What follows belongs to an exercise in optimizing a design on an open flow for small area; a production flow would make more cautious choices. The RTL was checked by simulation tests, not by an equivalence proof against the original design. No driver is modelled on the clock port, so clock power and skew are understated where the tree is cut down; a real chip needs a root buffer or a tree.

the baseline:
==> flow/design.v <==
`timescale 1ns/1ps
module Car_alarm_system(in,reset,power,siren,stat,clk);
 input reset,clk;
 input [4:0]in;
 output power,siren,stat;
 wire brk = in[4], hids = in[3], ign = in[2], dd = in[1], pd = in[0];
 wire door = dd | pd;
 reg pp, pw;
 always @(posedge clk) begin
   pp <= ign & ((pp & ~reset) | (hids & brk));
   pw <= pp & ~reset;
 end
 assign power = pw;
 localparam [8:0] D_RST = 9'd432;  
 localparam [8:0] D_POL = 9'b000001010;
 reg [8:0] e;
 wire [8:0] d = e ^ D_POL;
 reg hh_r, ckk_r;
 wire hh = hh_r ^ 1'b0, ckk = ckk_r ^ 1'b1;
 wire g = (d[7:0] == 8'd236);
 wire tick = ~reset & g;
 always @(posedge clk) begin
   e <= (reset ? D_RST : {d[7:0], d[8] ^ d[3] ^ g}) ^ D_POL;
   hh_r <= (~reset & (hh ^ g)) ^ 1'b0;
   ckk_r <= (~reset & (ckk ^ (hh & g))) ^ 1'b1;
 end
 wire ck = ~reset & ckk;
 reg [3:0] q;
 wire [3:0] qs = reset ? 4'd10 : q;
 reg ps_r, ps2_r;
 wire ps = ps_r ^ 1'b0, ps2 = ps2_r ^ 1'b0;
 wire start = ps & ps2;
 wire d_a0 = (qs[3] & qs[1] & ~qs[0]);
 wire d_drar = (qs[1] & ~qs[0]);
 wire d_ebea = (~qs[1]);
 wire n_a0 = (qs[3] & qs[1] & ~qs[0]);
 wire n_dreb = (~qs[3] & ~qs[2]);
 wire n_arac = (~qs[3]);
 wire n_al = (qs[1]);
 wire star = (qs[3] & ~qs[1]) | (~qs[3] & qs[2]);
 wire st1 = (~qs[3] & qs[0]) | (qs[3] & ~qs[1] & ~qs[0]);
 wire st0 = (~qs[1] & qs[0]) | (~qs[3] & qs[0]);
 wire sir = (qs[1] & qs[0]);
 wire [1:0] st = {st1, st0};
 wire start_v = star & ps;
 reg [3:0] count_r;
 wire [3:0] count = count_r ^ 4'b0000;
 reg cr_r;
 wire cr = cr_r ^ 1'b1;
 wire cr_s = cr & ~reset;
 wire cz = (count == 4'd0);
 wire exp = cr_s & (count[3:2] == 2'b01);
 wire last = exp & (count[1:0] == 2'b00);
 wire load_ok = ~start & ~start_v;
 wire [3:0] val = (st == 2'd0) ? 4'd10 : (st == 2'd1) ? 4'd8 : (st == 2'd2) ? 4'd15 : 4'd3;
 reg [3:0] count_n;
 reg cr_n;
 always @* begin
   count_n = count;
   cr_n = cr_s;
   if (cr_s) begin
     if (tick & ~start) cr_n = 1'b0;
     if (exp & ~last) count_n = count - 4'd1;
     else if (load_ok) count_n = val;
     else if (last) count_n = 4'd3;
   end else if (start) begin
     if (tick) begin
       if (cz) begin count_n = 4'd7; cr_n = 1'b1; end
       else count_n = count - 4'd1;
     end
   end else if (load_ok) count_n = val;
 end
 always @(posedge clk) begin
   ps_r <= star ^ 1'b0;
   ps2_r <= ps ^ 1'b0;
   cr_r <= cr_n ^ 1'b1;
   count_r <= count_r ^ ((count_n ^ 4'b0000) ^ count_r);
 end
 reg [3:0] nq;
 always @* begin
   if (ign) nq = 4'd2;
   else if (door) begin
     if (d_a0) nq = (4'd9 ^ ({4{pd}} & 4'd1) | ({4{ck}} & 4'd4));
     else if (d_drar) nq = 4'd0;
     else if (d_ebea) nq = exp ? 4'd15 : qs;
     else nq = 4'd15;
   end else begin
     if (n_a0) nq = (4'd10 | {4{ck}} & 4'd4);
     else if (n_dreb) nq = 4'd6;
     else if (n_arac) nq = exp ? (4'd10 | {4{ck}} & 4'd4) : qs;
     else if (n_al) nq = 4'd7;
     else nq = start_v ? (4'd10 | {4{ck}} & 4'd4) : 4'd6;
   end
 end
 always @(posedge clk) q <= nq;
 assign siren = ~reset & ((q[1] & q[0]));
 assign stat = ~reset & q[2];
endmodule
Settings: LEC_CHECK=0, CAP_MARGIN=20, CORE_MARGIN=2, CORE_UTILIZATION=25, SLEW_MARGIN=20; clock period 15.0 ns.
standard.sh (not shown) runs the stock make flow with config.mk's settings and CLKGATE_MAP_FILE= SYNTH_SCRIPT=/design/flow/synth_recipe.tcl, a recipe that flattens the netlist after the stock synthesis.
==> flow/flow/run.sh <==
#!/bin/bash
# Layout flow: the standard flow (standard.sh) with these changes.
#  1. After the standard synthesis, the combinational logic between the
#     registers is mapped again by ABC for area (remap.log); the registers,
#     their cells and names are the standard synthesis's.
#  2. buffer_ports inserts buf_1 cells as the port buffers.
#  3. Clock tree synthesis adds no dummy loads, and its root buffer is then
#     removed, so the clock port drives the (two) leaf buffers directly.
# Each tool's output goes to a log file in this folder; ORFS keeps each
# step's own log under orfs/logs/.
set -euo pipefail
export BUFFER_PORTS_ARGS="-buffer_cell sky130_fd_sc_hd__buf_1"
export CTS_ARGS="-sink_clustering_enable -repair_clock_nets -dont_use_dummy_load -buf_list sky130_fd_sc_hd__clkbuf_8 -root_buf sky130_fd_sc_hd__clkbuf_8"
export POST_CTS_TCL="$PWD/flow/post_cts.tcl"

bash standard.sh synth > standard_synth.log 2>&1

R=orfs/results/$FLOW_PLATFORM/Car_alarm_system/base
cp $R/1_2_yosys.v remap_in.v
bash flow/remap.sh remap_in.v remap_out.v > remap.log 2>&1
cp remap_out.v $R/1_2_yosys.v
rm -f $R/1_synth.odb $R/1_synth.sdc

bash standard.sh > standard.log 2>&1
Other scripts of this flow, unchanged in this note and not shown: flow/flow/cellmodels.py, flow/flow/dont_use.txt, flow/flow/post_cts.tcl, flow/flow/remap.abc, flow/flow/remap.sh
Both conditions hold for the baseline: the flow ran to the end and the final layout passed the timing, design-rule and antenna checks.
Setup changes, the baseline to the candidate
-- flow/design.v --
<<< the baseline, line 13
 assign power = pw;
 localparam [8:0] D_RST = 9'd432;  
 localparam [8:0] D_POL = 9'b000001010;
 reg [8:0] e;
 wire [8:0] d = e ^ D_POL;
>>> the candidate, line 13
 assign power = pw;
 localparam [8:0] D_RST = 9'd432;  
 localparam [8:0] D_POL = 9'b000001110;
 reg [8:0] e;
 wire [8:0] d = e ^ D_POL;
<<< the baseline, line 31
 wire ps = ps_r ^ 1'b0, ps2 = ps2_r ^ 1'b0;
 wire start = ps & ps2;
 wire d_a0 = (qs[3] & qs[1] & ~qs[0]);
 wire d_drar = (qs[1] & ~qs[0]);
 wire d_ebea = (~qs[1]);
 wire n_a0 = (qs[3] & qs[1] & ~qs[0]);
 wire n_dreb = (~qs[3] & ~qs[2]);
 wire n_arac = (~qs[3]);
 wire n_al = (qs[1]);
 wire star = (qs[3] & ~qs[1]) | (~qs[3] & qs[2]);
 wire st1 = (~qs[3] & qs[0]) | (qs[3] & ~qs[1] & ~qs[0]);
 wire st0 = (~qs[1] & qs[0]) | (~qs[3] & qs[0]);
 wire sir = (qs[1] & qs[0]);
 wire [1:0] st = {st1, st0};
 wire start_v = star & ps;
>>> the candidate, line 31
 wire ps = ps_r ^ 1'b0, ps2 = ps2_r ^ 1'b0;
 wire start = ps & ps2;
 wire d_a0 = (qs[3] & qs[1]);
 wire d_drar = (~qs[2] & qs[1]) | (~qs[3] & ~qs[1] & ~qs[0]);
 wire d_ebea = (~qs[1]);
 wire n_a0 = (qs[3] & qs[1]);
 wire n_dreb = (~qs[3] & ~qs[2]);
 wire n_arac = (~qs[3] & ~qs[0]);
 wire n_al = (qs[1]);
 wire star = (qs[3] & ~qs[1]) | (~qs[3] & qs[2] & ~qs[0]);
 wire st1 = (qs[3] & ~qs[1] & ~qs[0]) | (~qs[3] & qs[2] & qs[1] & ~qs[0]);
 wire st0 = (qs[3] & qs[0]) | (~qs[3] & qs[2] & qs[1] & ~qs[0]);
 wire sir = (~qs[3] & qs[2] & qs[1]);
 wire [1:0] st = {st1, st0};
 wire start_v = star & ps;
<<< the baseline, line 82
   else if (door) begin
     if (d_a0) nq = (4'd9 ^ ({4{pd}} & 4'd1) | ({4{ck}} & 4'd4));
     else if (d_drar) nq = 4'd0;
     else if (d_ebea) nq = exp ? 4'd15 : qs;
     else nq = 4'd15;
   end else begin
     if (n_a0) nq = (4'd10 | {4{ck}} & 4'd4);
     else if (n_dreb) nq = 4'd6;
     else if (n_arac) nq = exp ? (4'd10 | {4{ck}} & 4'd4) : qs;
     else if (n_al) nq = 4'd7;
     else nq = start_v ? (4'd10 | {4{ck}} & 4'd4) : 4'd6;
   end
 end
 always @(posedge clk) q <= nq;
 assign siren = ~reset & ((q[1] & q[0]));
 assign stat = ~reset & q[2];
endmodule
>>> the candidate, line 82
   else if (door) begin
     if (d_a0) nq = (4'd9 ^ ({4{pd}} & 4'd1) | ({4{ck}} & 4'd4));
     else if (d_drar) nq = 4'd1;
     else if (d_ebea) nq = exp ? 4'd7 : qs;
     else nq = 4'd7;
   end else begin
     if (n_a0) nq = (4'd10 | {4{ck}} & 4'd4);
     else if (n_dreb) nq = 4'd4;
     else if (n_arac) nq = exp ? (4'd10 | {4{ck}} & 4'd4) : qs;
     else if (n_al) nq = 4'd6;
     else nq = start_v ? (4'd10 | {4{ck}} & 4'd4) : 4'd4;
   end
 end
 always @(posedge clk) q <= nq;
 assign siren = ~reset & ((~q[3] & q[2] & q[1]));
 assign stat = ~reset & q[2];
endmodule
## What came out
The candidate vs. the baseline: worst hold slack after final layout saw a decrease, maximum operating frequency saw a decrease. Looking at register share of the cell area across the baseline and the candidate, the one that comes out lower is the candidate. In the candidate the multi-input combinational gate total turned out 6.8% lower than in the baseline. Taking the baseline as the reference, in the candidate wire length of the first global-routing pass +140 µm; global-route usage +0.31 points; layout sequential cell count ~0 delta; average detailed-routed wire length per instance ~0 delta. Setup WNS the baseline -> the candidate: worse. Higher headroom to the max-slew limit was reported by the baseline, not the candidate.

-- static timing again, ports no longer ideal --
How much do the figures lean on ideal ports? The routed layouts below were timed once more, with nothing changed but the port constraints.
Step 1 assumes that a clkbuf_16 drives the clock port and a buf_2 every other input.
Step 2 adds t to the input delays and takes it off the output delays; t is the mean of the earliest and latest rising clock arrival at the registers after step 1. Input paths then give back, and output paths get back, about the clock's delay inside the block.
Slacks: ideal ports / drivers / drivers and shift; pairs: ideal ports / drivers.
run | shift t [ns] | setup WS [ns] | worst hold slack (ns) | latest minus earliest clock arrival (ns) | worst slew at a driven data input, ns
the baseline | 0.168 | 7.935 / 7.913 / 7.913 | 0.399 / 0.399 / 0.399 | 0.004 / 0.004 | 0.03
the candidate | 0.165 | 7.843 / 7.819 / 7.819 | 0.391 / 0.391 / 0.391 | 0.011 / 0.011 | 0.03
After both steps every run listed still meets setup and hold. The setup slack of the candidate, which loses most, moves by -0.024 ns with the drivers and by -0.024 ns with both steps.
